Context: an optimization exercise on an open-source flow, tuned for small area and a short achievable clock period. The choices shown serve that exercise and are no tape-out recipe. RTL that was checked went through simulation tests only; none was proved equivalent to the original.

## neuron
module neuron(
    input clk , rst , start , EOI , EOF ,
    input signed [6:0] x1 , x2 ,
    input signed [1:0] tin ,
    output learned , updating ,
    output signed [1:0] tout
);
Settings: LEC_CHECK=0, CAP_MARGIN=20, CORE_MARGIN=2, CORE_UTILIZATION=40, SETUP_SLACK_MARGIN=4.5, SLEW_MARGIN=20, SYNTH_HIERARCHICAL=1, TNS_END_PERCENT=5; clock period 9.5 ns.
standard.sh (not shown) runs the stock make flow with config.mk's settings and CLKGATE_MAP_FILE= SYNTH_SCRIPT=/design/flow/synth_recipe.tcl, a recipe that flattens the netlist after the stock synthesis.
==> flow/flow/run.sh <==
#!/bin/bash
# The standard layout (the standard.sh: standard synthesis, ORFS floorplan to finish),
# with one change: the buffers ORFS puts on the input and output ports are buf_4 cells
# instead of the delay-buffer cell that buffer_ports picks by default.
set -euo pipefail
export BUFFER_PORTS_ARGS="-buffer_cell sky130_fd_sc_hd__buf_4"
bash standard.sh finish > standard_flow.log 2>&1
==> next run, changes <==
- SETUP_SLACK_MARGIN: 4.5 -> 5
- The new run went through all stages and came out clean
- fmax climbs by 6.5%
- synthesized cell count is unchanged
- worst setup slack improved by 0.29 ns
- wire length climbs by 2.4%
- die area stays the same
==> next run, changes <==
==> flow/flow/run.sh (replaced) <==
#!/bin/bash
# The standard layout (the standard.sh: standard synthesis, ORFS floorplan to finish),
# with two changes: the buffers ORFS puts on the input and output ports are buf_4 cells
# instead of the delay-buffer cell that buffer_ports picks by default, and timing repair
# aims for 5.5 ns of setup slack at the design's clock period.
set -euo pipefail
export BUFFER_PORTS_ARGS="-buffer_cell sky130_fd_sc_hd__buf_4"
bash standard.sh SETUP_SLACK_MARGIN=5.5 finish > standard_flow.log 2>&1
- SETUP_SLACK_MARGIN: 5 -> unset
Clock-buffer cell count went down by 5.
First-iteration DRC count is lower by 0.68%.
Core utilization goes up by 2.8 points.
Worst setup slack gets better by 0.10 ns.
Routed wire length came out higher by 4.0%.
Die area is unchanged.
Synthesized area stays the same.
Design area rises by 6.2%.
Final cell count went up by 1.5%.
Non-clock buffer count is higher by 13.
==> next run, changes <==
==> flow/flow/run.sh (replaced) <==
#!/bin/bash
# The standard layout (the standard.sh: standard synthesis, ORFS floorplan to finish),
# with one change: the buffers ORFS puts on the input and output ports are buf_4 cells
# instead of the delay-buffer cell that buffer_ports picks by default.
set -euo pipefail
export BUFFER_PORTS_ARGS="-buffer_cell sky130_fd_sc_hd__buf_4"
bash standard.sh finish > standard_flow.log 2>&1
- SETUP_SLACK_MARGIN: unset -> 5
- TNS_END_PERCENT: 5 -> 20
Outcome:
- global-route usage goes down by 0.75 points
- wire length goes down by 3.9%
- via count goes down by 3.3%
- count of clock-buffer cells in the layout goes up by 5
- worst setup slack is worse by 0.10 ns
- die area is unchanged
- synthesized cell count does not change
==> next run, changes <==
==> flow/flow/run.sh (replaced) <==
#!/bin/bash
# The standard layout (the standard.sh: standard synthesis, ORFS floorplan to finish),
# with two changes: the buffers ORFS puts on the input and output ports are buf_4 cells
# instead of the delay-buffer cell that buffer_ports picks by default, and timing repair
# aims for 6.0 ns of setup slack at the design's clock period.
set -euo pipefail
export BUFFER_PORTS_ARGS="-buffer_cell sky130_fd_sc_hd__buf_4"
bash standard.sh SETUP_SLACK_MARGIN=6.0 finish > standard_flow.log 2>&1
- SETUP_SLACK_MARGIN: 5 -> unset
- TNS_END_PERCENT: 20 -> 5
Result: Clock skew is about the same; synthesized cell count is unchanged; die area does not change.
==> next run, changes <==
==> flow/flow/run.sh (replaced) <==
#!/bin/bash
# The standard layout (the standard.sh: standard synthesis, ORFS floorplan to finish),
# with one change: the buffers ORFS puts on the input and output ports are buf_4 cells
# instead of the delay-buffer cell that buffer_ports picks by default.
set -euo pipefail
export BUFFER_PORTS_ARGS="-buffer_cell sky130_fd_sc_hd__buf_4"
bash standard.sh finish > standard_flow.log 2>&1
- CORE_UTILIZATION: 40 -> 50
- SETUP_SLACK_MARGIN: unset -> 5
- The new run passed the timing, DRC and antenna checks
- clock-buffer cell count rose by 1
- die area fell by 19%
- final area fell by 8.6%
- utilization rose by 7.7 points
- global-route usage rose by 4.2 points
- worst setup slack got worse by 0.069 ns
- routed wire length fell by 0.64%

========
Another version of the RTL of neuron (not shown whole).
Size: roughly 810 cells after synthesis, ~74 flip-flops, roughly 25 I/O pins, about 7800 sq um of cells after synthesis.
Settings: LEC_CHECK=0, CAP_MARGIN=20, CORE_MARGIN=2, CORE_UTILIZATION=40, SETUP_SLACK_MARGIN=4.5, SLEW_MARGIN=20, SYNTH_HIERARCHICAL=1, TNS_END_PERCENT=5; clock period 9.5 ns.
run.sh (not shown) runs the stock make flow with config.mk's settings and CLKGATE_MAP_FILE= SYNTH_SCRIPT=/design/flow/synth_recipe.tcl, a recipe that flattens the netlist after the stock synthesis.
Stock flow here: none of the scripts above is used.
The baseline produced a clean layout.
Next try:
==> flow/flow/run.sh (new file) <==
#!/bin/bash
# The standard layout (the standard.sh: standard synthesis, ORFS floorplan to finish),
# with one change: the buffers ORFS puts on the input and output ports are buf_4 cells
# instead of the delay-buffer cell that buffer_ports picks by default.
set -euo pipefail
export BUFFER_PORTS_ARGS="-buffer_cell sky130_fd_sc_hd__buf_4"
bash standard.sh finish > standard_flow.log 2>&1
==> flow/standard.sh (new file) <==
#!/bin/bash
# synth_recipe.tcl (not shown) runs the flow's synth.tcl, then flattens the netlist and writes it again
# the make line also repeats each setting of config.mk as NAME=value (left out here)
make -C /OpenROAD-flow-scripts/flow DESIGN_CONFIG=/design/flow/config.mk WORK_HOME=/design/flow/orfs CLKGATE_MAP_FILE= SYNTH_SCRIPT=/design/flow/synth_recipe.tcl "${@:-finish}"
removed: flow/run.sh
Outcome:
- hold slack stays flat
- die area is unchanged
- via count goes down by about 1.6%
- clock-buffer cell count does not change
- area after synthesis does not change
- non-clock buffer count goes up by 3
- setup slack gains 77 ps
- first-iteration DRC count goes up by about 22%
- cell area goes up by 0.40%
No functional check of the RTL was part of any run of this note.

[re-timing with driven ports]
No port has a modelled driver above. Below, the same layouts with a new extraction and two added sets of constraints.
Step 1 sets driving cells, clkbuf_16 on the clock port and buf_2 on the other inputs (assumed; they add their load-dependent delay and slew).
Step 2 adds t to the input delays and takes it off the output delays; t is the mean of the earliest and latest rising clock arrival at the registers after step 1. Input paths then give back, and output paths get back, about the clock's delay inside the block.
Slacks: no drivers / after step 1 / after step 2; pairs: no drivers / after step 1.
run	t (ns)	slack for setup (ns)	slew at the worst register clock pin (ns)	worst slew at a driven data input, ns	pins driven straight from the clock port
the first run of note 1	0.389	4.752 / 4.766 / 4.377	0.06 / 0.06	0.04	1
the second run of note 1	0.378	5.042 / 5.049 / 4.671	0.06 / 0.06	0.05	1
the third run of note 1	0.392	5.145 / 5.158 / 4.766	0.07 / 0.07	0.15	1
the fourth run of note 1	0.379	5.046 / 5.046 / 4.667	0.06 / 0.06	0.05	1
the fifth run of note 1	0.381	5.120 / 5.125 / 4.745	0.06 / 0.06	0.18	1
the sixth run of note 1	0.387	5.051 / 5.060 / 4.674	0.06 / 0.06	0.05	1
the first run of note 2	0.392	4.516 / 4.530 / 4.151	0.06 / 0.06	0.03	1
the second run of note 2	0.389	4.594 / 4.594 / 4.280	0.06 / 0.06	0.03	1
After both steps every run listed still meets setup and hold.
